What follows belongs to an exercise in optimizing a design on an open flow for small area; a production flow would make more cautious choices.
The RTL was checked by simulation tests, not by an equivalence proof against the original design.
Power is estimated from default activity; no workload was simulated.

### design.v
module avalonBus
(
	input wire clk,
	input wire n_rst,
	input wire slave_read,
	input wire slave_write,
	input wire [31:0] slave_writedata,
	input wire [31:0] slave_addr,
	output reg [31:0] slave_readdata,
	input wire [31:0] master_readdata,
	output reg master_read,
	output reg master_write,
	output reg [31:0] master_addr,
	output reg [31:0] master_writedata,
	output reg sobel_complete
);
function automatic [31:0] add32(input [31:0] x, input [31:0] y, input ci);
	integer i;
	reg c;
	begin
		c = ci;
		for (i = 0; i < 32; i = i + 1) begin
			add32[i] = x[i] ^ y[i] ^ c;
			c = (x[i] & y[i]) | (c & (x[i] ^ y[i]));
		end
	end
endfunction
localparam [1:0] S_IDLE = 2'd0, S_READ = 2'd1, S_WRITE = 2'd2;
reg [1:0] s_state;
reg [31:0] start_q, end_q;
reg start_set, end_set;
wire [31:0] startpixel = start_set ? start_q : 32'd0;
wire [31:0] endpixel = end_set ? end_q : 32'd0;
reg status, control;
wire a_hi0 = (slave_addr[31:3] == 29'd0);
wire a1 = a_hi0 && slave_addr[2:0] == 3'd1;
wire a2 = a_hi0 && slave_addr[2:0] == 3'd2;
wire a3 = a_hi0 && slave_addr[2:0] == 3'd3;
wire a4 = a_hi0 && slave_addr[2:0] == 3'd4;
always_ff @(posedge clk, negedge n_rst) begin
	if (!n_rst) begin
		s_state <= S_IDLE;
		start_set <= 1'b0;
		end_set <= 1'b0;
		status <= 1'b0;
		control <= 1'b0;
	end else begin
		case (s_state)
		S_IDLE: begin
			if (slave_write && (a1 || a2 || a4)) s_state <= S_WRITE;
			else if (slave_read && a3) s_state <= S_READ;
			else if (slave_write && a3) s_state <= S_WRITE;
		end
		S_READ: if (!(slave_read && a3)) s_state <= S_IDLE;
		default: s_state <= S_IDLE;
		endcase
		if (s_state == S_WRITE) begin
			if (a1) start_set <= 1'b1;
			if (a2) end_set <= 1'b1;
			if (a3) status <= slave_writedata[0];
			if (a4) control <= slave_writedata[0];
		end
	end
end
always_ff @(posedge clk) begin
	if (s_state == S_WRITE && a1) start_q <= slave_writedata;
	if (s_state == S_WRITE && a2) end_q <= slave_writedata;
end
always_comb begin
	slave_readdata = 32'd0;
	slave_readdata[0] = (s_state == S_READ) && a3 && status;
end
localparam [3:0] C_IDLE = 4'd0, C_GPA = 4'd1, C_FETCH = 4'd2, C_PREWAIT = 4'd3,
	C_STORE = 4'd4, C_GRAY = 4'd5, C_WAIT2 = 4'd6, C_GSM = 4'd7, C_CHKOUT = 4'd8,
	C_STOREOUT = 4'd9, C_CHKDONE = 4'd10, C_DONE = 4'd11, C_ENDDONE = 4'd12;
reg [3:0] c_state;
reg store_out_pix;
reg need_fill;
localparam [2:0] M_IDLE = 3'd0, M_READ = 3'd1, M_RD1 = 3'd2, M_RD2 = 3'd3, M_WRITE = 3'd4, M_WD = 3'd5;
reg [2:0] m_state;
wire data_ready = (m_state == M_RD2);
wire addr_done;
wire image_done;
wire gray_en;
wire gray_done;
wire compute_sobel;
wire fill;
wire sobel_pixel;
wire out_full, out_empty;
wire nx_pixel_en = (c_state == C_GPA);
wire read_enable = (c_state == C_FETCH) && addr_done;
wire store_en = (c_state == C_STORE) && data_ready;
wire get_matrix = (c_state == C_WAIT2);
wire out_en = ((c_state == C_CHKOUT) && !out_full) || ((c_state == C_STOREOUT) && out_empty);
wire write_out_enable = ((c_state == C_CHKOUT) && out_full) || ((c_state == C_DONE) && !out_empty)
	|| ((c_state == C_ENDDONE) && out_empty);
wire img_done = ((c_state == C_DONE) && out_empty) || (c_state == C_ENDDONE);
always_comb sobel_complete = img_done;
always_ff @(posedge clk, negedge n_rst) begin
	if (!n_rst) begin
		c_state <= C_IDLE;
		store_out_pix <= 1'b0;
		need_fill <= 1'b0;
	end else begin
		case (c_state)
		C_IDLE: if (control) c_state <= C_GPA;
		C_GPA: c_state <= C_FETCH;
		C_FETCH: if (addr_done) c_state <= C_PREWAIT;
		C_PREWAIT: c_state <= C_STORE;
		C_STORE: if (data_ready) c_state <= gray_en ? C_GRAY : C_GPA;
		C_GRAY: if (gray_done) c_state <= C_WAIT2;
		C_WAIT2: begin
			need_fill <= fill;
			c_state <= compute_sobel ? C_GSM : C_GPA;
		end
		C_GSM: c_state <= C_CHKOUT;
		C_CHKOUT: begin
			store_out_pix <= sobel_pixel;
			c_state <= out_full ? C_STOREOUT : C_CHKDONE;
		end
		C_STOREOUT: if (out_empty) c_state <= C_CHKDONE;
		C_CHKDONE: begin
			if (image_done) c_state <= C_DONE;
			else if (need_fill) c_state <= C_GPA;
			else c_state <= C_WAIT2;
		end
		C_DONE: c_state <= C_ENDDONE;
		default: c_state <= C_ENDDONE;
		endcase
	end
end
always_ff @(posedge clk, negedge n_rst) begin
	if (!n_rst) m_state <= M_IDLE;
	else begin
		case (m_state)
		M_IDLE: if (read_enable) m_state <= M_READ; else if (write_out_enable) m_state <= M_WRITE;
		M_READ: m_state <= M_RD1;
		M_RD1: m_state <= M_RD2;
		M_WRITE: m_state <= M_WD;
		default: m_state <= M_IDLE;
		endcase
	end
end
wire [31:0] calc_address;
wire [31:0] write_addr;
wire [31:0] out_pixel;
wire m_rd = (m_state == M_READ) || (m_state == M_RD1) || (m_state == M_RD2);
wire m_wr = (m_state == M_WRITE) || (m_state == M_WD);
always_comb begin
	master_read = (m_state == M_READ) || (m_state == M_RD1);
	master_write = m_wr;
	master_addr = m_rd ? calc_address : (m_wr ? write_addr : 32'd0);
	master_writedata = m_wr ? out_pixel : 32'd0;
end
localparam [4:0] W_IDLE = 5'd0, W_CALC1 = 5'd1, W_CALC2 = 5'd2, W_CALC3 = 5'd3, W_INCDEC = 5'd4,
	W_NR1 = 5'd5, W_NR2 = 5'd6, W_INCROW = 5'd7, W_DONE = 5'd8,
	W_DONE1 = 5'd17, W_DONE2 = 5'd18, W_DONE3 = 5'd19, W_DONEINCDEC = 5'd20,
	W_DONEN1 = 5'd21, W_DONEN2 = 5'd22, W_DONEINCROW = 5'd23, W_ENDDONE = 5'd24;
reg [4:0] w_state;
reg [8:0] col3;
reg [12:0] row15;
reg [1:0] matrix_cnt;
reg [31:0] calc_q;
reg w_edge;
reg w_incdec;
reg w_adp;
reg get_addr;
wire w_is_done = w_state[4];
assign addr_done = w_is_done || ((w_state == W_IDLE) && w_adp);
assign image_done = (w_state == W_ENDDONE) || (w_state == W_DONE);
reg next_edge;
always_comb begin
	next_edge = w_edge;
	if (w_state == W_IDLE && nx_pixel_en && w_edge) next_edge = 1'b0;
	if (w_state == W_INCDEC && !w_adp) begin
		if (!w_incdec && col3 == 9'd477) next_edge = 1'b1;
		if (w_incdec && col3 == 9'd0) next_edge = 1'b1;
	end
end
wire trig = nx_pixel_en || get_addr;
wire upd = !w_adp && (((w_state == W_CALC1 || w_state == W_NR1) && trig) ||
	((w_state == W_CALC2 || w_state == W_CALC3 || w_state == W_NR2) && nx_pixel_en));
wire m0 = (matrix_cnt == 2'd0);
wire first = (w_state == W_CALC1) && m0;
wire big = m0 && (w_state == W_CALC2 || w_state == W_CALC3 || w_state == W_NR1);
wire [31:0] offs_w = add32({14'd0, row15, 5'd0}, {23'd0, col3}, 1'b0);
wire [31:0] col3_step = add32({23'd0, col3}, w_incdec ? 32'hFFFFFFFD : 32'd3, 1'b0);
wire [31:0] row15_inc = add32({19'd0, row15}, 32'd15, 1'b0);
wire [17:0] offs = offs_w[17:0];
wire [17:0] incv = big ? ((w_state == W_NR1 && w_incdec) ? 18'd475 : 18'd478) : 18'd1;
wire [31:0] add_a = first ? startpixel : calc_q;
wire [17:0] add_b = first ? offs : incv;
wire [31:0] add_s;   
assign calc_address = calc_q;
always_ff @(posedge clk) if (upd) calc_q <= add_s;
always_ff @(posedge clk, negedge n_rst) begin
	if (!n_rst) begin
		w_state <= W_IDLE;
		col3 <= 9'd0;
		row15 <= 13'd0;
		matrix_cnt <= 2'd0;
		w_edge <= 1'b0;
		w_incdec <= 1'b0;
		w_adp <= 1'b0;
		get_addr <= 1'b0;
	end else begin
		w_adp <= addr_done;
		w_edge <= next_edge;
		if (upd) begin
			matrix_cnt <= (matrix_cnt == 2'd2) ? 2'd0 : matrix_cnt + 2'd1;
		end
		case (w_state)
		W_IDLE: begin
			if (nx_pixel_en) begin
				w_state <= w_edge ? W_NR1 : W_CALC1;
				get_addr <= 1'b1;
			end else get_addr <= 1'b0;
		end
		W_CALC1: if (upd) begin
			get_addr <= 1'b0;
			w_state <= (matrix_cnt == 2'd2) ? W_DONE2 : W_DONE1;
		end
		W_CALC2: if (upd) w_state <= (matrix_cnt == 2'd2) ? W_DONE3 : W_DONE2;
		W_CALC3: if (upd) begin
			if (row15 == 13'd7155 && col3 == 9'd0 && matrix_cnt == 2'd2) w_state <= W_ENDDONE;
			else w_state <= (matrix_cnt == 2'd2) ? W_DONEINCDEC : W_DONE3;
		end
		W_NR1: if (upd) begin
			get_addr <= 1'b0;
			w_state <= (matrix_cnt == 2'd2) ? W_DONEN2 : W_DONEN1;
		end
		W_NR2: if (upd) w_state <= (matrix_cnt == 2'd2) ? W_DONEINCROW : W_DONEN2;
		W_INCDEC: if (!w_adp) begin
			w_state <= W_IDLE;
			if (!w_incdec) begin
				if (col3 == 9'd477) begin col3 <= 9'd471; w_incdec <= 1'b1; end
				else col3 <= col3_step[8:0];
			end else begin
				if (col3 == 9'd0) begin col3 <= 9'd6; w_incdec <= 1'b0; end
				else col3 <= col3_step[8:0];
			end
		end
		W_INCROW: if (!w_adp) begin
			row15 <= row15_inc[12:0];
			w_state <= W_IDLE;
		end
		default: w_state[4] <= 1'b0;
		endcase
	end
end
reg [1:0] word_ph;        
reg [7:0] carry;          
reg [2:0] g_cnt;          
assign gray_en = store_en && (word_ph == 2'd2);
assign gray_done = (g_cnt == 3'd5);
wire [31:0] rw = master_readdata;
reg [5:0] gx_r, gx_g;
reg [3:0] gx_b;
always_comb begin
	case (word_ph)
	2'd0: begin gx_r = rw[31:26]; gx_g = rw[23:18]; gx_b = rw[15:12]; end
	2'd1: begin gx_r = carry[5:0]; gx_g = rw[31:26]; gx_b = rw[23:20]; end
	default: begin gx_r = rw[23:18]; gx_g = rw[15:10]; gx_b = rw[7:4]; end
	endcase
end
wire [31:0] g3 = add32({25'd0, gx_g, 1'b0}, {26'd0, gx_g}, 1'b0);
wire [31:0] grb = add32({26'd0, gx_r}, {28'd0, gx_b}, 1'b0);
wire [31:0] gsw = add32({24'd0, g3[7:0]}, {25'd0, grb[6:0]}, 1'b0);
wire [8:0] gsum = gsw[8:0];
wire [7:0] gray_a = gsum[8] ? 8'hFF : gsum[7:0];
wire [31:0] csw = add32({24'd0, carry}, {28'd0, rw[31:28]}, 1'b0);
wire [8:0] csum = csw[8:0];
wire [7:0] gray_c = csum[8] ? 8'hFF : csum[7:0];
wire [31:0] p3 = add32({25'd0, rw[7:2], 1'b0}, {26'd0, rw[7:2]}, 1'b0);
wire [31:0] p1w = add32({24'd0, p3[7:0]}, {26'd0, rw[15:10]}, 1'b0);
wire [7:0] p1 = p1w[7:0];
always_ff @(posedge clk, negedge n_rst) begin
	if (!n_rst) begin
		word_ph <= 2'd0;
		g_cnt <= 3'd0;
	end else begin
		if (store_en) word_ph <= (word_ph == 2'd2) ? 2'd0 : word_ph + 2'd1;
		if (g_cnt == 3'd5) g_cnt <= 3'd0;
		else if (g_cnt != 3'd0 || gray_en) g_cnt <= g_cnt + 3'd1;
	end
end
always_ff @(posedge clk) begin
	if (store_en) begin
		if (word_ph == 2'd0) carry <= {2'b00, rw[7:2]};
		else if (word_ph == 2'd1) carry <= p1;
	end
end
localparam [3:0] B_IDLE = 4'd0, B_FILL1 = 4'd1, B_FILL2 = 4'd2, B_FILL3 = 4'd3, B_FILL4 = 4'd4,
	B_FILL5 = 4'd5, B_FILL6 = 4'd6, B_INC = 4'd7, B_DEC = 4'd8, B_SHIFT = 4'd9, B_SHIFTC = 4'd10;
reg [3:0] b_state;
reg [2:0] counter;
reg shift_en, b_incdec, edge_found, shift_done;
wire cs_prev = (c_state == C_GSM);
reg cs;
reg fill_r;
reg [3:0] b_next;
reg [2:0] n_counter;
reg n_shift_en, n_incdec, n_edge_found, n_shift_done;
assign compute_sobel = cs;
assign fill = fill_r;
always_comb begin
	b_next = b_state;
	cs = cs_prev;
	n_counter = counter;
	n_shift_en = shift_en;
	n_incdec = b_incdec;
	n_edge_found = edge_found;
	n_shift_done = shift_done;
	fill_r = 1'b0;
	case (b_state)
	B_IDLE: b_next = B_FILL1;
	B_FILL1: begin
		cs = 1'b0;
		if (gray_done) b_next = B_FILL2;
	end
	B_FILL2: if (gray_done) b_next = B_FILL3;
	B_FILL3: if (gray_done) begin
		if (b_incdec && !shift_en) b_next = B_INC;
		else if (!b_incdec && !shift_en) b_next = B_DEC;
		else b_next = B_FILL6;
		if (next_edge) n_edge_found = 1'b1;
	end
	B_INC: begin
		if (cs_prev) cs = 1'b0;
		else if (get_matrix) begin
			cs = 1'b1;
			n_counter = counter + 3'd1;
			if (n_counter == 3'd1 && !shift_done) begin fill_r = 1'b1; b_next = B_FILL4; end
			else if (n_counter == 3'd5 && !edge_found) begin fill_r = 1'b1; b_next = B_FILL1; end
			else if (n_counter == 3'd5 && edge_found) begin n_edge_found = 1'b0; b_next = B_SHIFT; end
			else if (shift_done) n_shift_done = 1'b0;
		end
	end
	B_FILL4: begin
		cs = 1'b0;
		if (gray_done) b_next = B_FILL5;
	end
	B_FILL5: if (gray_done) b_next = B_FILL6;
	B_FILL6: if (gray_done) begin
		if (shift_en) begin n_shift_en = 1'b0; b_next = B_SHIFTC; end
		if (next_edge) n_edge_found = 1'b1;
		if (b_incdec && !shift_en) b_next = B_INC;
		else if (!b_incdec && !shift_en) b_next = B_DEC;
	end
	B_SHIFTC: begin
		cs = 1'b1;
		n_shift_done = 1'b1;
		b_next = b_incdec ? B_INC : B_DEC;
	end
	B_DEC: begin
		if (cs_prev) cs = 1'b0;
		else if (get_matrix) begin
			cs = 1'b1;
			n_counter = counter - 3'd1;
			if (n_counter == 3'd4 && !shift_done) begin fill_r = 1'b1; b_next = B_FILL1; end
			else if (n_counter == 3'd0 && !next_edge) begin fill_r = 1'b1; b_next = B_FILL4; end
			else if (n_counter == 3'd0 && next_edge) begin b_next = B_SHIFT; n_edge_found = 1'b0; end
			else if (shift_done) n_shift_done = 1'b0;
		end
	end
	B_SHIFT: begin
		cs = 1'b0;
		n_shift_en = 1'b1;
		fill_r = 1'b1;
		b_next = B_FILL3;
		n_incdec = !b_incdec;
	end
	default: ;
	endcase
end
always_ff @(posedge clk, negedge n_rst) begin
	if (!n_rst) begin
		b_state <= B_IDLE;
		counter <= 3'd0;
		shift_en <= 1'b0;
		b_incdec <= 1'b1;
		edge_found <= 1'b0;
		shift_done <= 1'b0;
	end else begin
		b_state <= b_next;
		counter <= n_counter;
		shift_en <= n_shift_en;
		b_incdec <= n_incdec;
		edge_found <= n_edge_found;
		shift_done <= n_shift_done;
	end
end
wire [2:0][7:0][7:0] cb;
reg [1:0] rot;
wire sv_q = (c_state == C_CHKOUT) && shift_en;
wire [1:0] rot_dec = (rot == 2'd0) ? 2'd2 : rot - 2'd1;
wire fill_hi = (b_state == B_FILL1) || (b_state == B_FILL2) || (b_state == B_FILL3);
wire fill_lo = (b_state == B_FILL4) || (b_state == B_FILL5) || (b_state == B_FILL6);
wire [2:0] fill_row;
assign fill_row[2] = (b_state == B_FILL1) || (b_state == B_FILL4);
assign fill_row[1] = (b_state == B_FILL2) || (b_state == B_FILL5);
assign fill_row[0] = (b_state == B_FILL3) || (b_state == B_FILL6);
wire do_shift = (b_state == B_SHIFT);
always_ff @(posedge clk, negedge n_rst) begin
	if (!n_rst) begin
		rot <= 2'd0;
	end else begin
		if (sv_q) rot <= rot_dec;
	end
end
wire [2:0] fill_phys;
assign fill_phys[0] = (rot == 2'd0) ? fill_row[0] : (rot == 2'd1) ? fill_row[2] : fill_row[1];
assign fill_phys[1] = (rot == 2'd0) ? fill_row[1] : (rot == 2'd1) ? fill_row[0] : fill_row[2];
assign fill_phys[2] = (rot == 2'd0) ? fill_row[2] : (rot == 2'd1) ? fill_row[1] : fill_row[0];
genvar gr, gc;
generate
for (gr = 0; gr < 3; gr = gr + 1) begin : g_row
	for (gc = 0; gc < 8; gc = gc + 1) begin : g_col
		wire half_ok = (gc >= 4) ? fill_hi : fill_lo;
		wire [1:0] ph = (gc % 4 == 3) ? 2'd0 : (gc % 4 == 2) ? 2'd1 : 2'd2;
		wire we = store_en && fill_phys[gr] && half_ok && (word_ph == ph);
		wire [7:0] din = (gc % 4 == 1) ? gray_c : gray_a;
		reg [7:0] px;
		always_ff @(posedge clk) begin
			if (we) px <= din;
		end
		assign cb[gr][gc] = px;
	end
end
endgenerate
wire j0 = (c_state == C_WAIT2);
wire j1 = (c_state == C_GSM);
wire j2 = !j0 && !j1;
wire [2:0] wcol = ~n_counter - {1'b0, j2, j1};
wire vs = (b_next == B_SHIFT) || (b_state == B_SHIFT) || sv_q;
wire [2:0] l2, l1, l0;
assign l2 = vs ? ((rot == 2'd0) ? 3'b010 : (rot == 2'd1) ? 3'b100 : 3'b001)
               : ((rot == 2'd0) ? 3'b100 : (rot == 2'd1) ? 3'b001 : 3'b010);
assign l0 = (rot == 2'd0) ? 3'b001 : (rot == 2'd1) ? 3'b010 : 3'b100;
assign l1 = vs ? l0 : ((rot == 2'd0) ? 3'b010 : (rot == 2'd1) ? 3'b100 : 3'b001);
wire [2:0][7:0] yq;
genvar gp;
generate
for (gp = 0; gp < 3; gp = gp + 1) begin : g_phys
	assign yq[gp] = cb[gp][wcol];
end
endgenerate
function automatic [7:0] pick(input [2:0] s, input [2:0][7:0] q);
	pick = ({8{s[0]}} & q[0]) | ({8{s[1]}} & q[1]) | ({8{s[2]}} & q[2]);
endfunction
wire [7:0] x2 = pick(l2, yq), x1 = pick(l1, yq), x0 = pick(l0, yq);
wire [31:0] aw = add32({24'd0, x2}, j1 ? ~{24'd0, x0} : {24'd0, x1}, j1);
wire [31:0] bw = add32({24'd0, x1}, {24'd0, x0}, 1'b0);
wire [10:0] ca = aw[10:0];
wire [10:0] cb2 = {2'b00, bw[8:0]};
wire [10:0] xu = j2 ? cb2 : ca;
wire [10:0] xv = j0 ? cb2 : ca;
wire nu = j2;
wire nv = !j0;
reg [10:0] acc_u, acc_v;
wire [31:0] su = add32({21'd0, j0 ? 11'd0 : acc_u}, {21'd0, xu ^ {11{nu}}}, nu);
wire [31:0] sv = add32({21'd0, j0 ? 11'd0 : acc_v}, {21'd0, xv ^ {11{nv}}}, nv);
always_ff @(posedge clk) begin
	acc_u <= su[10:0];
	acc_v <= sv[10:0];
end
function automatic outside63(input [10:0] x);
	outside63 = !((x[10:6] == 5'd0) || ((x[10:6] == 5'b11111) && (x[5:0] != 6'd0)));
endfunction
assign sobel_pixel = outside63(su[10:0]) || outside63(sv[10:0]);
localparam [2:0] O_IDLE = 3'd0, O_CHECK = 3'd1, O_FULL = 3'd2, O_WRITE = 3'd3, O_DONE = 3'd4;
reg [2:0] o_state;
reg [31:0] sr;
reg sr_pend, sr_bit;
reg [5:0] buffcnt;
reg [4:0] ccnt;
reg [11:0] rcnt5;    
reg [31:0] curr_addr;
wire full = (buffcnt == 6'd32);
wire nextcol = (ccnt == 5'd19);
wire odd = rcnt5[0];
wire [11:0] r5 = rcnt5;
wire [31:0] r5_inc = add32({20'd0, rcnt5}, 32'd5, 1'b0);
wire [31:0] evw = add32({20'd0, r5[11:0]}, {27'd0, ccnt}, 1'b0);
wire [31:0] odw = add32(32'd5, ~{27'd0, ccnt}, 1'b1);
wire [29:0] ob = odd ? odw[29:0] : {18'd0, evw[11:0]};
wire [31:0] oa = odd ? curr_addr : endpixel;
wire winsel = (c_state == C_GPA) || (c_state == C_FETCH);
wire [31:0] sh_a = winsel ? add_a : oa;
wire [31:0] sh_b = winsel ? {14'd0, add_b} : {ob, 2'b00};
wire [31:0] sh_s = add32(sh_a, sh_b, 1'b0);
assign add_s = sh_s;
wire [31:0] oadd_s = sh_s;
assign out_full = (o_state == O_FULL);
assign out_empty = (o_state == O_WRITE);
always_ff @(posedge clk, negedge n_rst) begin
	if (!n_rst) begin
		o_state <= O_IDLE;
		buffcnt <= 6'd0;
		ccnt <= 5'd0;
		rcnt5 <= 12'd0;
	end else begin
		case (o_state)
		O_IDLE: begin
			if (img_done) o_state <= O_DONE;
			else if (out_en) o_state <= O_CHECK;
		end
		O_CHECK: o_state <= full ? O_FULL : O_IDLE;
		O_FULL: if (write_out_enable) o_state <= O_WRITE;
		O_WRITE: o_state <= O_IDLE;
		default: ;
		endcase
		if (out_en) begin
			buffcnt <= full ? 6'd1 : buffcnt + 6'd1;
		end
		if (out_en && nextcol) ccnt <= 5'd0;
		else if (write_out_enable) ccnt <= nextcol ? 5'd1 : ccnt + 5'd1;
		if (nextcol) rcnt5 <= r5_inc[11:0];
	end
end
always_ff @(posedge clk) begin
	sr_pend <= out_en;
	sr_bit <= (c_state == C_CHKOUT) ? sobel_pixel : store_out_pix;
	if (sr_pend) sr <= {sr_bit, sr[31:1]};
	if (write_out_enable && !img_done) curr_addr <= oadd_s;
end
wire in_wo = (o_state == O_WRITE);
reg wo_keep, wo_odd;
always_ff @(posedge clk) begin
	if (in_wo) begin
		wo_keep <= (ccnt <= 5'd18);
		wo_odd <= odd;
	end
end
wire [31:0] obase = sr;
wire okeep = in_wo ? (ccnt <= 5'd18) : wo_keep;
wire oodd = in_wo ? odd : wo_odd;
reg [31:0] opix;
always_comb begin
	if (o_state == O_DONE) opix = 32'd1;
	else if (okeep) opix = obase;
	else if (!oodd) opix = {obase[31:2], 2'b00};
	else opix = {2'b00, obase[29:0]};
end
assign out_pixel = opix;
assign write_addr = img_done ? 32'd4 : curr_addr;
endmodule
### flow/run.sh
#!/bin/bash
# The standard layout (standard.sh, standard synthesis unchanged), with:
#  - port buffers made from the smallest buffer cell (buf_1);
#  - a clock tree of clkbuf_4 in clusters of at most 10 sinks, without dummy loads;
#  - the synthesized tie cell kept as one cell (no per-load tie cells).
# make's full output goes to standard_flow.log; ORFS keeps each step's log under orfs/logs.
set -euo pipefail
bash standard.sh "BUFFER_PORTS_ARGS=-buffer_cell sky130_fd_sc_hd__buf_1" \
  "CTS_ARGS=-sink_clustering_enable -repair_clock_nets -dont_use_dummy_load -buf_list sky130_fd_sc_hd__clkbuf_4 -sink_clustering_size 10 -sink_clustering_max_diameter 40" \
  SKIP_REPAIR_TIE_FANOUT=1 finish > standard_flow.log 2>&1
### standard.sh
#!/bin/bash
# synth_recipe.tcl (not shown) runs the flow's synth.tcl, then flattens the netlist and writes it again
# the make line also repeats each setting of config.mk as NAME=value (left out here)
make -C /OpenROAD-flow-scripts/flow DESIGN_CONFIG=/design/flow/config.mk WORK_HOME=/design/flow/orfs CLKGATE_MAP_FILE= SYNTH_SCRIPT=/design/flow/synth_recipe.tcl "${@:-finish}"
### config.mk
export PLATFORM = sky130hd
export DESIGN_NAME = avalonBus
export DESIGN_NICKNAME = avalonBus
export VERILOG_FILES = /design/flow/design.v
export SDC_FILE = /design/flow/constraint.sdc
export NUM_CORES = 4
export LEC_CHECK = 0
export CAP_MARGIN = 0
export CORE_MARGIN = 2
export CORE_UTILIZATION = 65
export PLACE_DENSITY = 0.85
export SLEW_MARGIN = 0
### constraint.sdc
create_clock -name core_clock -period 12.0 [get_ports {clk}]
set_input_delay 2.4000 -clock core_clock [delete_from_list [all_inputs] [get_ports {clk}]]
set_output_delay 2.4000 -clock core_clock [all_outputs]
set_load 0.01 [all_outputs]
==> results of run 1 <==
cell families after synthesis:
family,count (synthesis),synth area share (%)
and+or+nand+nor,565,10.86
DFF,478,54.32
muxes,110,6.984
buffers and inverters,279,4.901
AOI/OAI and AO/OA,360,10.20
xor gates and xnor gates,27,0.9422
adders and majority gates,174,11.78
other,1,0.01494
worst max-delay path, delay by kind of cell, from the launching register on:
family	cells	cell delay, ns
AND/OR/NAND/NOR	4	1.01
adder cells (fa/ha/maj)	31	9.52
buffers and inverters	3	0.16
AO/OA/AOI/OAI	1	0.19
XOR/XNOR	2	0.30
flip-flops	1	0.39
path summary, 6_finish.rpt:
kind                       cells past startpoint  slack, ns    endpoint        from
min                                            0       0.43      sr[23]      sr[24]
min reg2reg                                    0       0.43      sr[23]      sr[24]
max reg2reg                                   41       0.20  calc_q[31]  w_state[3]
max in group asynchronous                      2       9.14    row15[0]       n_rst
max                                           41       0.20  calc_q[31]  w_state[3]
min in group asynchronous                      1       1.56  buffcnt[3]       n_rst
metal layers:
metal,vias to the layer above,share of wire [%],routed length (um)
met3,195,8.0,4590
met4,0,4.0,2316
met5,-,0,0
li1,7542,-,-
met1,8265,38,21930
met2,903,50,28430
flip-flops by register name, summed over array words and instances, names as in the netlist, 4 cells and up:
| register | flops |
|---|---|
| ccnt | 5 |
| rcnt5 | 12 |
| carry | 8 |
| col3 | 9 |
| calc_q | 32 |
| end_q | 32 |
| g_row.g_col.px | 192 |
| acc_v | 11 |
| curr_addr | 32 |
| w_state | 5 |
| start_q | 32 |
| row15 | 13 |
| sr | 32 |
| c_state | 4 |
| buffcnt | 6 |
| b_state | 4 |
| acc_u | 11 |
final cells by class:
type | count | area share [%]
Tap cell | 511 | 2.394
Antenna cell | 1 | 0.009368
Multi-Input combinational cell | 1237 | 38.91
Timing Repair Buffer | 209 | 3.700
Inverter | 143 | 2.009
Sequential cell | 478 | 51.04
Clock buffer | 69 | 1.939
synth_stat cells, types with 7 or more instances:
library cell                 n  area [um2]
sky130_fd_sc_hd__o31ai_1     7       52.55
sky130_fd_sc_hd__nand3_1    61       305.3
sky130_fd_sc_hd__nor2b_1    18       112.6
sky130_fd_sc_hd__dfrtp_1    91        2277
sky130_fd_sc_hd__mux4_2     48        1081
sky130_fd_sc_hd__nand2b_1   29       181.4
sky130_fd_sc_hd__xnor2_1    14       122.6
sky130_fd_sc_hd__ha_1       69       863.3
sky130_fd_sc_hd__buf_4      31       232.7
sky130_fd_sc_hd__and3_1      8       50.05
sky130_fd_sc_hd__a221oi_1   33       289.0
sky130_fd_sc_hd__clkbuf_1   75       281.5
sky130_fd_sc_hd__fa_1      104        2082
sky130_fd_sc_hd__nor3_1     25       125.1
sky130_fd_sc_hd__a22oi_1    19       142.6
sky130_fd_sc_hd__mux2_2     33       371.6
sky130_fd_sc_hd__a21oi_1    63       315.3
sky130_fd_sc_hd__nor4_1     18       112.6
sky130_fd_sc_hd__or4_1       7       52.55
sky130_fd_sc_hd__edfxtp_1  360       10810
sky130_fd_sc_hd__xor2_1     13       113.9
sky130_fd_sc_hd__a31oi_1    18       112.6
sky130_fd_sc_hd__a31o_2     23       201.4
sky130_fd_sc_hd__o21ai_0    89       445.4
sky130_fd_sc_hd__buf_2      17       85.08
sky130_fd_sc_hd__a222oi_1    9       90.09
sky130_fd_sc_hd__nand4_1     8       50.05
sky130_fd_sc_hd__a22o_1     31       271.5
sky130_fd_sc_hd__nand2_1   213       799.5
sky130_fd_sc_hd__dfxtp_1    26       520.5
sky130_fd_sc_hd__nor2_1    102       382.9
sky130_fd_sc_hd__mux2i_1    27       270.3
sky130_fd_sc_hd__inv_1     140       525.5
sky130_fd_sc_hd__a21o_1      7       52.55
sky130_fd_sc_hd__and2_1     35       219.0
sky130_fd_sc_hd__buf_1       7       26.28
power by group through the flow:
| stage | Clock, uW | Sequential, uW | Combinational, uW |
|---|---|---|---|
| 4_1_cts | 789 | 1840 | 161 |
| 3_3_place_gp | 0 | 1880 | 145 |
| 6_report | 775 | 1840 | 160 |
| 5_1_grt | 852 | 1840 | 181 |
| 3_5_place_dp | 0 | 1880 | 161 |
| 2_1_floorplan | 0 | 1880 | 87.6 |
per-stage QoR:
| step | hold WS [ns] | cells |
|---|---|---|
| floorplan | 0.3855 | 1994 |
| global placement | 0.4220 | 2576 |
| detailed placement | 0.4167 | 2576 |
| CTS | 0.4399 | 2646 |
| global route | 0.4528 | 2648 |
| finish | 0.4335 | 2648 |
cells in the final DEF, fill, tap and decap left out, types with 49 or more instances in the layout:
master / synthesis / routed
sky130_fd_sc_hd__edfxtp_1: 360 / 360
sky130_fd_sc_hd__clkbuf_4: 0 / 70
sky130_fd_sc_hd__dfrtp_1: 91 / 91
sky130_fd_sc_hd__fa_1: 104 / 74
sky130_fd_sc_hd__a21oi_1: 63 / 63
sky130_fd_sc_hd__nand2_1: 213 / 213
sky130_fd_sc_hd__buf_1: 7 / 158
sky130_fd_sc_hd__nor2_1: 102 / 99
sky130_fd_sc_hd__ha_1: 69 / 68
sky130_fd_sc_hd__buf_4: 31 / 49
sky130_fd_sc_hd__nand3_1: 61 / 61
sky130_fd_sc_hd__o21ai_0: 89 / 89
sky130_fd_sc_hd__inv_1: 140 / 139
what timing repair did:
action	in CTS	in global routing
setup buffers	1	1
resized for setup	5	16
setup endpoints to repair	3	4
pin swaps	1	7
==> notes.md, run 1 <==
Synthesis:
- The sequential element share of the synthesized area is 54.32%.
- The async set-or-reset flop fraction in the synthesized netlist is 19.25%.
- The post-synthesis average cell area is 12.59 um2.
- For this run, the number of Yosys warnings is 1.
- After synthesis, the netlist uses 85 different library cells.
- When the netlist entered floorplanning its net count stood at 2267.
- The predominant post-synthesis flop cell is sky130_fd_sc_hd__edfxtp_1.
- The post-synthesis instance total is 1994.
- The number of enable-type register cells in the synthesized netlist is 360.
- After synthesis the netlist holds a flip-flop and latch count of 478.
- The mapped netlist covers 0.02510 mm2.

Clock tree:
- In this run the deepest clock path goes through 3 buffers.
- Counting the buffers created by CTS gives 69.
- The total of hold buffers inserted after clock tree synthesis is 0.
- Clock-pin slew was measured on the worst setup and hold paths at 0.09 ns.
- CTS built an H-tree with a depth of 3.
- Counting every sink on the clock net gives 478.
- The clock tree from TritonCTS is built.
- The library cell used as clock root buffer is sky130_fd_sc_hd__clkbuf_4.
- The clock reaches the later pin of the worst-skew pair after 0.78 ns.

STA:
- The final-report setup violation count is 0.
- Adding up every negative setup slack in the final design gives 0 ns.
- The worst-case headroom to the max-slew limit is 25.43%.
- The maximum achievable frequency is 84.74 MHz.
- The worst-margin pin slew is 1.090 ns.
- For the final database, setup skew stands at 0.1030 ns.
- The count of pins over their slew limit is 0.
- The minimum clock period is 11.80 ns.
- The final worst setup slack is 0.1993 ns.
- The number of endpoints with negative hold slack in the final report is 0.
- Setup repair after global routing could not meet its margin everywhere.
- The final cycle utilization of the critical path is 98.34%.

Global routing:
- The fraction of met2 tracks used by global routing is 48.67%.
- The total routing usage reported by global routing is 29.08%.
- The most heavily used metal layer in global routing is met2.
- The largest net degree at the start of global routing is 64.
- For met1 alone, demand over resource in global routing was 38.09%.
- The total overflow left after global routing is 0.
- The first global-routing pass estimated 92350 um of wire.
- For this run, global-route usage on met3 was measured as 5.195%.
- The number of global-route vias before repair is 17350.
- The initial antenna violation count is 1.

Floorplan:
- The floorplan step set the die height to 200.5 um.
- The initial core utilization is 66.32%.
- The die covers 0.04020 mm2.
- The area inside the core boundary is 0.03784 mm2.
- The initialized floorplan defines 71 standard-cell rows.
- From left edge to right edge, the die measures 200.5 um.
- The number of placed I/O pins is 199.

Route:
- Dividing the detail-routed via count by the number of cells gives 6.384.
- The number of violations reported at the end of detailed-routing iteration 0 is 1587.
- Once detail routing completed, the nets flagged for antenna violations numbered 0.
- The total iterations of the first detailed-routing run is 7.
- The post-detailed-route DRC marker count is 0.
- The routed via count is 16910.
- In the final routed layout, each cell accounts on average for 21.63 um.
- The total detailed-routing wirelength is 57280 um.

Power:
- Per report_power, the clock group accounts for 27.9% of the total.
- The peak supply drop is 0.1028 mV.
- The part of the power in combinational logic is 5.7%.
- The net load switching power is 635.9 uW.
- The portion of total power attributed to sequential cells is 66.3%.
- The switching part of the total power is 22.91%.
- The leakage dissipation is 0.01002 uW.
- The design draws 2776 uW.
- Internal power comes to 2140 uW.
- The total power divided by cell area is 103.9 mW/mm2.

Final layout:
- The cell area after layout is 0.02671 mm2.
- Once layout is complete, the utilization of the core stands at 70.58%.
- The area added between synthesis and finish is 6.431%.
- The layout has 2514 filler cells.
- Cells with a size suffix above 1 make up 13.67% of the layout.
- The area of combinational cells with multiple inputs is 0.01039 mm2.
- After the last flow step, the layout net total stands at 2411.
- The area taken by flip-flops and latches is 0.01363 mm2.

Placement:
- The HPWL after detailed placement is 39960 um.
- At the end of routability-driven placement, the weighted congestion stood at 0.9214.
- The number of port buffers is 159.
- Before CTS, the worst setup slack after placement is -0.2120 ns.
- Summing all placed instances gives a cell area of 0.02612 mm2.

Critical path:
- The sort of element at the start of the critical path is a flop.
- The delay contributed by the slowest stage of the critical path is 0.40 ns.
- The critical path arrival is 12.29 ns.
- The setup path with the least slack is of type reg2reg.
- The required time of the critical path is 12.49 ns.
- The slowest stage cell on the critical path is sky130_fd_sc_hd__or3_4.
- The maximum fanout encountered on the critical timing path is 4.
- The critical path endpoint category is a flop.
- By instance count, the cell type seen most on the critical path is sky130_fd_sc_hd__fa_2.

Flow run:
- The total of max-cap violations is 0.

Hold path:
- The tightest min-delay check is of the reg2reg type.

Status:
- The flow ran to the end and the layout has no timing, DRC or antenna violations.
==> run 2, diff against run 1 <==
--- a/flow/run.sh
+++ b/flow/run.sh
@@ -8,3 +8,3 @@
 bash standard.sh "BUFFER_PORTS_ARGS=-buffer_cell sky130_fd_sc_hd__buf_1" \
-  "CTS_ARGS=-sink_clustering_enable -repair_clock_nets -dont_use_dummy_load -buf_list sky130_fd_sc_hd__clkbuf_4 -sink_clustering_size 10 -sink_clustering_max_diameter 40" \
+  "CTS_ARGS=-sink_clustering_enable -repair_clock_nets -dont_use_dummy_load -buf_list sky130_fd_sc_hd__clkbuf_8 -sink_clustering_size 20 -sink_clustering_max_diameter 40" \
   SKIP_REPAIR_TIE_FANOUT=1 finish > standard_flow.log 2>&1
==> run 2 against run 1 <==
Net effect: register-to-register slack about the same; setup slack gained 0.0092 ns; total power grew 6.4%; clock skew up 0.0069 ns; critical path depth did not move; die area unchanged; global-route usage is 0.17 points lower; combinational power about the same; non-clock buffer count stayed put; utilization increased by 0.76 points; clock power up 23%; critical path type unchanged; critical endpoint unchanged.
==> notes.md, run 2 <==
Status:
- Result of the run: timing/DRC/antenna clean (unchanged).

Floorplan:
- The number of placement rows is 71 (unchanged).
- The die area came to 0.04020 mm2 (unchanged).
- The number of placed I/O pins was 199 (unchanged).
- The y dimension of the die came to 200.5 um (unchanged).
- The area inside the core boundary is 0.03784 mm2 (unchanged).
- The initial core utilization came to 66.32% (unchanged).
- The die width is 200.5 um (unchanged).

Power:
- The peak supply drop is 0.1173 mV (was 0.1028 mV).
- The total chip power is 2953 uW (was 2776 uW).
- The part of the power in combinational logic is 5.4% (was 5.7%).
- The net load switching power was 651.8 uW (was 635.9 uW).
- The switching part of the total power came to 22.07% (was 22.91%).
- The share of total power in the clock network is 32.2% (was 27.9%).
- The portion of total power attributed to sequential cells was 62.4% (was 66.3%).
- The total power divided by cell area is 109.4 mW/mm2 (was 103.9 mW/mm2).
- The internal power of the cells is 2301 uW (was 2140 uW).
- The leakage dissipation is 0.01012 uW (was 0.01002 uW).

Placement:
- The number of placed instances with taps included is 2576 (unchanged).
- The number of port buffers was 159 (unchanged).
- The detailed placer's ending HPWL is 39960 um (unchanged).
- The placer congestion estimate was 0.9214 (unchanged).

Synthesis:
- The post-synth design cell area is 0.02510 mm2 (unchanged).
- The fraction of synthesized area in multiplexers is 6.984% (unchanged).
- The compound-gate portion of the synthesized area is 10.19% (unchanged).
- The net count of the mapped netlist is 2267 (unchanged).
- The predominant post-synthesis flop cell is sky130_fd_sc_hd__edfxtp_1 (unchanged).
- The number of warnings printed during yosys synthesis was 1 (unchanged).
- The count of distinct cell types in the synthesized netlist is 85 (unchanged).
- The post-synthesis instance total was 1994 (unchanged).
- The async set-or-reset flop fraction in the synthesized netlist is 19.25% (unchanged).
- The adder-cell area share of the yosys netlist came to 11.78% (unchanged).
- The largest family of logic cells by synthesized area is adder cells (unchanged).
- The portion of synthesized cell area occupied by the leading cell type is 43.07% (unchanged).
- The post-synthesis average cell area came to 12.59 um2 (unchanged).
- The library cell with the largest summed area after synthesis was sky130_fd_sc_hd__edfxtp_1 (unchanged).
- Most used standard cells in the synthesized netlist: sky130_fd_sc_hd__edfxtp_1 (360), sky130_fd_sc_hd__nand2_1 (213), sky130_fd_sc_hd__inv_1 (140), sky130_fd_sc_hd__fa_1 (104), sky130_fd_sc_hd__nor2_1 (102) (unchanged).
- Dominant cells by area after synthesis: sky130_fd_sc_hd__edfxtp_1 (43%), sky130_fd_sc_hd__dfrtp_1 (9.1%), sky130_fd_sc_hd__fa_1 (8.3%) (unchanged).
- The most numerous cell in the Yosys netlist is sky130_fd_sc_hd__edfxtp_1 (unchanged).
- The xor and xnor area share after synthesis is 0.9422% (unchanged).
- The area fraction in and, or, nand and nor cells after synthesis is 10.86% (unchanged).
- The register bit count reported by yosys is 478 (unchanged).
- The sequential element share of the synthesized area is 54.32% (unchanged).
- The number of enable-type register cells in the synthesized netlist came to 360 (unchanged).

Critical path:
- The beginning of the worst register-to-register path was w_state[3] (unchanged).
- The sort of element at the start of the critical path is a flop (unchanged).
- The critical path arrival is 12.19 ns (was 12.29 ns).
- The class of the most critical setup path is reg2reg (unchanged).
- The slowest stage cell on the critical path is sky130_fd_sc_hd__or3_4 (unchanged).
- The endpoint of the lowest-slack register-to-register path is calc_q[31] (unchanged).
- The required time of the critical path was 12.40 ns (was 12.49 ns).
- The delay contributed by the slowest stage of the critical path was 0.40 ns (about the same).
- The critical path endpoint category is a flop (unchanged).
- The setup slack of the most critical reg-to-reg path is 0.21 ns (was 0.20 ns).
- The worst setup path endpoint is calc_q[31] (unchanged).
- The most numerous cell on the critical path is sky130_fd_sc_hd__fa_2 (unchanged).
- The count of cells along the worst register-to-register path came to 41 (unchanged).
- The buffering stage count on the worst path with inverters included is 3 (unchanged).
- The timing startpoint of the critical path is w_state[3] (unchanged).
- The logic depth of the worst path, buffers included came to 41 (unchanged).
- The dominant delay contributor by cell family on the critical path is adder cells (unchanged).
- The maximum fanout encountered on the critical timing path is 4 (unchanged).

Flow run:
- The total of max-cap violations came to 0 (unchanged).

Clock tree:
- The clock network latency to the later pin of the worst-skew pair came to 0.68 ns (was 0.78 ns).
- The clock tree from TritonCTS was built (unchanged).
- The CTS buffer count is 58 (was 69).
- The number of buffers on the longest clock path is 3 (unchanged).
- The library cell used as clock root buffer was sky130_fd_sc_hd__clkbuf_8 (was sky130_fd_sc_hd__clkbuf_4).
- The clock sink total is 478 (unchanged).
- The clock edge transition at the registers on the reported setup and hold paths is 0.07 ns (was 0.09 ns).
- The number of H-tree branching levels is 2 (was 3).

Final layout:
- The largest register by flop count was g_row.g_col.px (unchanged).
- The area added between synthesis and finish is 7.577% (was 6.431%).
- The number of antenna cells inserted was 0 (was 1).
- The flip-flop count of the largest register, all copies and words added is 192 (unchanged).
- Most frequent cells in the layout: sky130_fd_sc_hd__edfxtp_1 (360), sky130_fd_sc_hd__nand2_1 (213), sky130_fd_sc_hd__buf_1 (158) (unchanged).
- The count of nets after finishing was 2400 (was 2411).
- The final-layout fill cell count is 2459 (was 2514).
- The commonest non-fill, non-tap cell in the layout is sky130_fd_sc_hd__edfxtp_1 (unchanged).
- The share of layout cells above drive strength 1 was 13.41% (was 13.67%).
- The count of placed standard cells in the final layout, fillers left out was 2636 (was 2648).

Global routing:
- The remaining global-route overflow is 0 (unchanged).
- The wire length of the first global-routing pass is 92010 um (was 92350 um).
- The number of global-route vias before repair is 17310 (was 17350).
- The largest net degree at the start of global routing is 64 (unchanged).
- The total routing usage reported by global routing is 28.91% (was 29.08%).
- The initial antenna violation count is 0 (was 1).

STA:
- The final-report setup violation count is 0 (unchanged).
- The final hold slack is 0.4077 ns (was 0.4335 ns).
- The worst-case headroom to the max-slew limit is 25.56% (was 25.43%).
- RSZ-0062 raised after global routing: yes (unchanged).
- The number of endpoints with negative hold slack in the final report is 0 (unchanged).
- The maximum achievable frequency is 84.81 MHz (was 84.74 MHz).
- The worst clock skew came to 0.1099 ns (was 0.1030 ns).
- The worst-margin pin slew is 1.088 ns (was 1.090 ns).
- The minimum clock period is 11.79 ns (was 11.80 ns).
- The count of pins over their slew limit is 0 (unchanged).
- The final cycle utilization of the critical path came to 98.26% (was 98.34%).

Route:
- The post-detailed-route DRC marker count is 0 (unchanged).
- The routed via count was 16850 (was 16910).
- The number of violations reported at the end of detailed-routing iteration 0 is 1557 (was 1587).
- The vias per cell is 6.391 (was 6.384).
- The total iterations of the first detailed-routing run is 6 (was 7).
- The total detailed-routing wirelength is 57000 um (was 57280 um).
- The post-detailed-route count of antenna-violating nets is 0 (unchanged).
- The average wire per cell in the routed design is 21.62 um (was 21.63 um).

Hold path:
- The worst min-delay path category is reg2reg (unchanged).
run 2: cell counts after synthesis:
Identical to the previous run, type by type.
run 2: power by group through the flow:
stage,Combinational [uW],Clock [uW],Sequential (uW)
CTS,161,966,1840
floorplan,87.6,0,1880
global route,181,1030,1840
detailed placement,161,0,1880
finish,159,950,1840
global placement,145,0,1880
run 2: layout make-up:
| type | count | area, um2 | area share (%) |
|---|---|---|---|
| inverter | 143 | 536.8 | 1.988 |
| timing repair buffer | 209 | 988.4 | 3.661 |
| multi-input combinational | 1237 | 10400 | 38.53 |
| tap | 511 | 639.4 | 2.368 |
| clock buffer | 58 | 798.3 | 2.957 |
| sequential | 478 | 13630 | 50.50 |
run 2: worst min path at each step:
| stage | startpoint | end | cells after the start |
|---|---|---|---|
| CTS | sr_bit | sr[31] | 0 |
| global placement | sr[12] | sr[11] | 0 |
| finish | sr_bit | sr[31] | 0 |
| detailed placement | sr_bit | sr[31] | 0 |
| floorplan | sr_bit | sr[31] | 0 |
| global route | sr_bit | sr[31] | 0 |
run 2: repair_timing:
action | 4_1_cts | 5_1_grt
hold buffers | 0 | 0
gates resized for setup | 5 | 20
setup endpoints to repair | 4 | 4
cloned | 0 | 0
pin swaps | 1 | 7
buffers inserted | 1 | 1
run 2: per-stage QoR:
stage / area (um2) / util (%) / setup WS [ns] / TNS, ns
floorplan: 25180 / - / 0.006477 / 0
global placement: 26120 / 69.03 / -0.07013 / -0.1403
detailed placement: 26120 / 69.03 / -0.2120 / -0.4376
CTS: 26940 / 71.20 / 0.007470 / 0
global route: 27000 / 71.35 / -0.09843 / -0.1628
finish: 27000 / 71.35 / 0.2086 / 0
run 2: metal layers:
| metal | GRT usage [%] | wire, um | share of wire [%] | up-vias |
|---|---|---|---|---|
| li1 | - | - | - | 7477 |
| met1 | 38.00 | 21740 | 38 | 8310 |
| met2 | 49.00 | 28580 | 50 | 887 |
| met3 | 4.659 | 4707 | 8.3 | 172 |
| met4 | 11.03 | 1974 | 3.5 | 0 |
| met5 | 0 | 0 | 0 | - |
run 2: cell families after synthesis:
group                      count (synthesis)
AOI/OAI and AO/OA                        360
other                                      1
DFF                                      478
xor gates and xnor gates                  27
adders and majority gates                174
and+or+nand+nor                          565
buffers and inverters                    279
muxes                                    110
run 2: worst reg2reg max path: cells and delay by family (launching register included):
kind	cells	cell delay (ns)
AO/OA/AOI/OAI	1	0.18
XOR/XNOR	2	0.30
adder cells (fa/ha/maj)	31	9.59
buffers and inverters	3	0.15
flip-flops	1	0.38
AND/OR/NAND/NOR	4	0.98
==> run 3, diff against run 2 <==
--- a/flow/run.sh
+++ b/flow/run.sh
@@ -8,3 +8,3 @@
 bash standard.sh "BUFFER_PORTS_ARGS=-buffer_cell sky130_fd_sc_hd__buf_1" \
-  "CTS_ARGS=-sink_clustering_enable -repair_clock_nets -dont_use_dummy_load -buf_list sky130_fd_sc_hd__clkbuf_8 -sink_clustering_size 20 -sink_clustering_max_diameter 40" \
+  "CTS_ARGS=-sink_clustering_enable -repair_clock_nets -dont_use_dummy_load -buf_list sky130_fd_sc_hd__clkbuf_4 -sink_clustering_size 12 -sink_clustering_max_diameter 35" \
   SKIP_REPAIR_TIE_FANOUT=1 finish > standard_flow.log 2>&1
--- a/config.mk
+++ b/config.mk
@@ -9,4 +9,4 @@
 export CORE_MARGIN = 2
-export CORE_UTILIZATION = 65
-export PLACE_DENSITY = 0.85
+export CORE_UTILIZATION = 55
+export PLACE_DENSITY = 0.75
 export SLEW_MARGIN = 0
==> run 3 against run 2 <==
Net effect: sequential power barely moved; synthesized area did not move; total power fell by 4.6%; critical path type unchanged; largest power group unchanged.
==> notes.md, run 3 <==
Clock tree:
- The total of hold buffers inserted after clock tree synthesis is 0 (unchanged).
- The clock tree from TritonCTS is built (unchanged).
- The number of H-tree branching levels is 3 (was 2).
- The clock edge transition at the registers on the reported setup and hold paths is 0.10 ns (was 0.07 ns).
- The CTS buffer count is 79 (was 58).
- The clock network latency to the later pin of the worst-skew pair was 0.86 ns (was 0.68 ns).
- The clock sink total is 478 (unchanged).
- The number of buffers on the longest clock path is 3 (unchanged).
- The library cell used as clock root buffer is sky130_fd_sc_hd__clkbuf_4 (was sky130_fd_sc_hd__clkbuf_8).

Flow run:
- The total of max-cap violations is 0 (unchanged).

Route:
- The number of violations reported at the end of detailed-routing iteration 0 is 1587 (was 1557).
- The vias per cell was 5.990 (was 6.391).
- The post-detailed-route DRC marker count is 0 (unchanged).
- The total iterations of the first detailed-routing run is 6 (unchanged).
- The average wire per cell in the routed design is 20.32 um (was 21.62 um).
- The total detailed-routing wirelength is 56050 um (was 57000 um).
- The post-detailed-route count of antenna-violating nets is 0 (unchanged).
- The routed via count is 16520 (was 16850).

Critical path:
- The delay contributed by the slowest stage of the critical path is 0.40 ns (about the same).
- The class of the most critical setup path is reg2reg (unchanged).
- The slowest stage cell on the critical path is sky130_fd_sc_hd__or3_4 (unchanged).
- The setup slack of the most critical reg-to-reg path is 0.17 ns (was 0.21 ns).
- The most numerous cell on the critical path was sky130_fd_sc_hd__fa_2 (unchanged).
- The critical path endpoint category is a flop (unchanged).
- The maximum fanout encountered on the critical timing path is 4 (unchanged).
- The timing startpoint of the critical path is w_state[4] (was w_state[3]).
- The count of cells along the worst register-to-register path is 41 (unchanged).
- The endpoint of the lowest-slack register-to-register path is calc_q[31] (unchanged).
- The beginning of the worst register-to-register path is w_state[4] (was w_state[3]).
- The critical path arrival is 12.39 ns (was 12.19 ns).
- The sort of element at the start of the critical path is a flop (unchanged).
- The required time of the critical path is 12.57 ns (was 12.40 ns).

Power:
- The total power divided by cell area is 104.6 mW/mm2 (was 109.4 mW/mm2).
- The portion of total power attributed to sequential cells came to 65.3% (was 62.4%).
- The peak supply drop was 0.09895 mV (was 0.1173 mV).
- The net load switching power is 642.5 uW (was 651.8 uW).
- The total chip power was 2818 uW (was 2953 uW).
- The share of total power in the clock network came to 29.2% (was 32.2%).
- The switching part of the total power is 22.80% (was 22.07%).
- The internal power of the cells is 2176 uW (was 2301 uW).
- The leakage dissipation is 0.01010 uW (was 0.01012 uW).
- The part of the power in combinational logic is 5.4% (about the same).

Hold path:
- The worst min-delay path category is reg2reg (unchanged).
- The end point of the most critical hold path is sr[31] (unchanged).
- The startpoint of the lowest-slack hold path is sr_bit (unchanged).
- The number of cells on the worst hold path came to 0 (unchanged).

Global routing:
- The met3 track demand over resource was 4.589% (was 4.659%).
- The initial antenna violation count came to 2 (was 0).
- The total routing usage reported by global routing is 24.10% (was 28.91%).
- The fraction of met2 tracks used by global routing came to 41.10% (was 49.00%).
- The number of global-route vias before repair is 16580 (was 17310).
- The most heavily used metal layer in global routing was met2 (unchanged).
- The wire length of the first global-routing pass was 88690 um (was 92010 um).
- The met1 demand-to-capacity share in global routing is 31.09% (was 38.00%).
- The largest net degree at the start of global routing is 70 (was 64).
- The remaining global-route overflow is 0 (unchanged).

Synthesis:
- The async set-or-reset flop fraction in the synthesized netlist is 19.25% (unchanged).
- The net count of the mapped netlist is 2267 (unchanged).
- Most used standard cells in the synthesized netlist: sky130_fd_sc_hd__edfxtp_1 (360), sky130_fd_sc_hd__nand2_1 (213), sky130_fd_sc_hd__inv_1 (140), sky130_fd_sc_hd__fa_1 (104), sky130_fd_sc_hd__nor2_1 (102) (unchanged).
- The most numerous cell in the Yosys netlist was sky130_fd_sc_hd__edfxtp_1 (unchanged).
- The count of distinct cell types in the synthesized netlist is 85 (unchanged).
- The predominant post-synthesis flop cell is sky130_fd_sc_hd__edfxtp_1 (unchanged).
- The post-synth design cell area is 0.02510 mm2 (unchanged).
- The number of enable-type register cells in the synthesized netlist is 360 (unchanged).
- The post-synthesis average cell area is 12.59 um2 (unchanged).
- The portion of synthesized cell area occupied by the leading cell type is 43.07% (unchanged).
- The post-synthesis instance total is 1994 (unchanged).
- The sequential element share of the synthesized area was 54.32% (unchanged).
- The register bit count reported by yosys is 478 (unchanged).
- Dominant cells by area after synthesis: sky130_fd_sc_hd__edfxtp_1 (43%), sky130_fd_sc_hd__dfrtp_1 (9.1%), sky130_fd_sc_hd__fa_1 (8.3%) (unchanged).
- The library cell with the largest summed area after synthesis was sky130_fd_sc_hd__edfxtp_1 (unchanged).
- The number of warnings printed during yosys synthesis is 1 (unchanged).

Floorplan:
- The die width is 217.6 um (was 200.5 um).
- The area inside the core boundary was 0.04519 mm2 (was 0.03784 mm2).
- The number of placement rows is 78 (was 71).
- The die area is 0.04736 mm2 (was 0.04020 mm2).
- The y dimension of the die came to 217.6 um (was 200.5 um).
- The number of placed I/O pins was 199 (unchanged).
- The initial core utilization came to 55.54% (was 66.32%).

STA:
- The final cycle utilization of the critical path was 98.58% (was 98.26%).
- The worst clock skew is 0.1287 ns (was 0.1099 ns).
- The maximum achievable frequency came to 84.54 MHz (was 84.81 MHz).
- The count of pins over their slew limit is 0 (unchanged).
- RSZ-0062 raised after global routing: yes (unchanged).
- The final worst setup slack is 0.1709 ns (was 0.2086 ns).
- The final-report setup violation count was 0 (unchanged).
- The minimum clock period is 11.83 ns (was 11.79 ns).
- The worst-margin pin slew came to 1.001 ns (was 1.088 ns).
- The number of endpoints with negative hold slack in the final report was 0 (unchanged).
- The worst-case headroom to the max-slew limit is 31.54% (was 25.56%).

Final layout:
- The largest register by flop count is g_row.g_col.px (unchanged).
- The area of combinational cells with multiple inputs was 0.01040 mm2 (about the same).
- The count of nets after finishing is 2428 (was 2400).
- Most frequent cells in the layout: sky130_fd_sc_hd__edfxtp_1 (360), sky130_fd_sc_hd__nand2_1 (213), sky130_fd_sc_hd__buf_1 (158) (unchanged).
- The area added between synthesis and finish is 7.398% (was 7.577%).
- The area taken by flip-flops and latches is 0.01363 mm2 (unchanged).
- The cell area after layout is 0.02695 mm2 (was 0.02700 mm2).
- The flip-flop count of the largest register, all copies and words added is 192 (unchanged).
- The final-layout fill cell count is 3539 (was 2459).
- The end-of-flow core utilization came to 59.65% (was 71.35%).
- The share of layout cells above drive strength 1 is 14.54% (was 13.41%).
- The commonest non-fill, non-tap cell in the layout is sky130_fd_sc_hd__edfxtp_1 (unchanged).

Placement:
- The detailed placer's ending HPWL came to 39820 um (was 39960 um).
- The cell area after placement came to 0.02626 mm2 (was 0.02612 mm2).
- The worst slack at placement was -0.3656 ns (was -0.2120 ns).
- The placer congestion estimate is 0.9210 (was 0.9214).
- The number of port buffers is 159 (unchanged).

Status:
- Result of the run: timing/DRC/antenna clean (unchanged).
## run 3: cell families (layout without fill, tap and decap cells)
kind of cell             after synthesis  after routing  share of synthesized area, %
adder cells (fa/ha/maj)              174            174                         11.78
flip-flops                           478            478                         54.32
AND/OR/NAND/NOR                      565            565                         10.86
XOR/XNOR                              27             27                        0.9422
buffers and inverters                279            438                         4.901
other                                  1              6                       0.01494
AO/OA/AOI/OAI                        360            360                         10.20
multiplexers                         110            110                         6.984
## run 3: metal layers
layer,wire length (um),share of wire (%),vias up
li1,-,-,7572
met1,22670,40,8192
met2,28150,50,642
met3,3653,6.5,115
met4,1574,2.8,0
met5,0,0,-
## run 3: worst max-delay path: cells and delay by family, from the launching register on
kind	cells	cell delay, ns
simple gates	4	0.98
xor+xnor	2	0.31
buf+inv	3	0.15
fa+ha+maj	31	9.56
flops	1	0.37
compound gates	1	0.19
## run 3: per-stage QoR
stage | setup TNS [ns] | hold WS (ns) | cells
floorplan | 0 | 0.3855 | 1994
global placement | -0.2810 | 0.4249 | 2671
detailed placement | -1.117 | 0.4124 | 2671
CTS | 0 | 0.3712 | 2751
global route | -0.2944 | 0.4087 | 2758
finish | 0 | 0.3942 | 2758
## run 3: how the worst max path moves through the flow
stage,end,slack [ns]
after global routing,calc_q[31],-0.15
after detailed placement,curr_addr[31],-0.37
final,calc_q[31],0.17
after CTS,calc_q[31],0.02
after global placement,calc_q[31],-0.14
after floorplan,calc_q[31],0.006
## run 3: power by group through the flow
stage	clock [uW]	sequential, uW	combinational, uW
final	823	1840	153
after global routing	908	1840	177
after CTS	846	1840	155
after detailed placement	0	1880	156
after global placement	0	1880	146
after floorplan	0	1880	87.6
## run 3: final cells by class
cell class	count	area share, %
flip-flops and latches	478	50.58
multi-input cells	1237	38.56
repair buffers	216	3.830
well taps	600	2.785
clock buffers	79	2.200
inverters	143	1.991
diodes	5	0.04642
## run 3: repair_timing
| action | CTS | global route |
|---|---|---|
| endpoints found under the setup margin | 4 | 4 |
| resized for setup | 9 | 17 |
| setup buffers | 1 | 2 |
| pin swaps | 2 | 2 |

## what the ideal ports hide
In the flow no input, the clock included, has a driving cell. The finished layouts below were timed again as built, in two steps.
Step 1: set_driving_cell puts a clkbuf_16 on clk and a buf_2 on each other input, an assumption about the parent block.
Step 2 also shifts input and output timing later by t, the mid clock arrival at the registers, as if the neighbouring blocks saw the same clock.
a / b / c = ideal ports / drivers / drivers and shift; a / b = the first two.
run | t (ns) | setup slack, ns | worst hold slack (ns) | pins driven straight from the clock port
run 1 | 0.785 | 0.199 / 0.199 / 0.199 | 0.433 / 0.433 / 0.433 | 1
run 2 | 0.683 | 0.209 / 0.209 / 0.209 | 0.408 / 0.408 / 0.408 | 1
run 3 | 0.844 | 0.171 / 0.171 / 0.171 | 0.394 / 0.394 / 0.394 | 1
After both steps setup and hold are still met in every run listed.
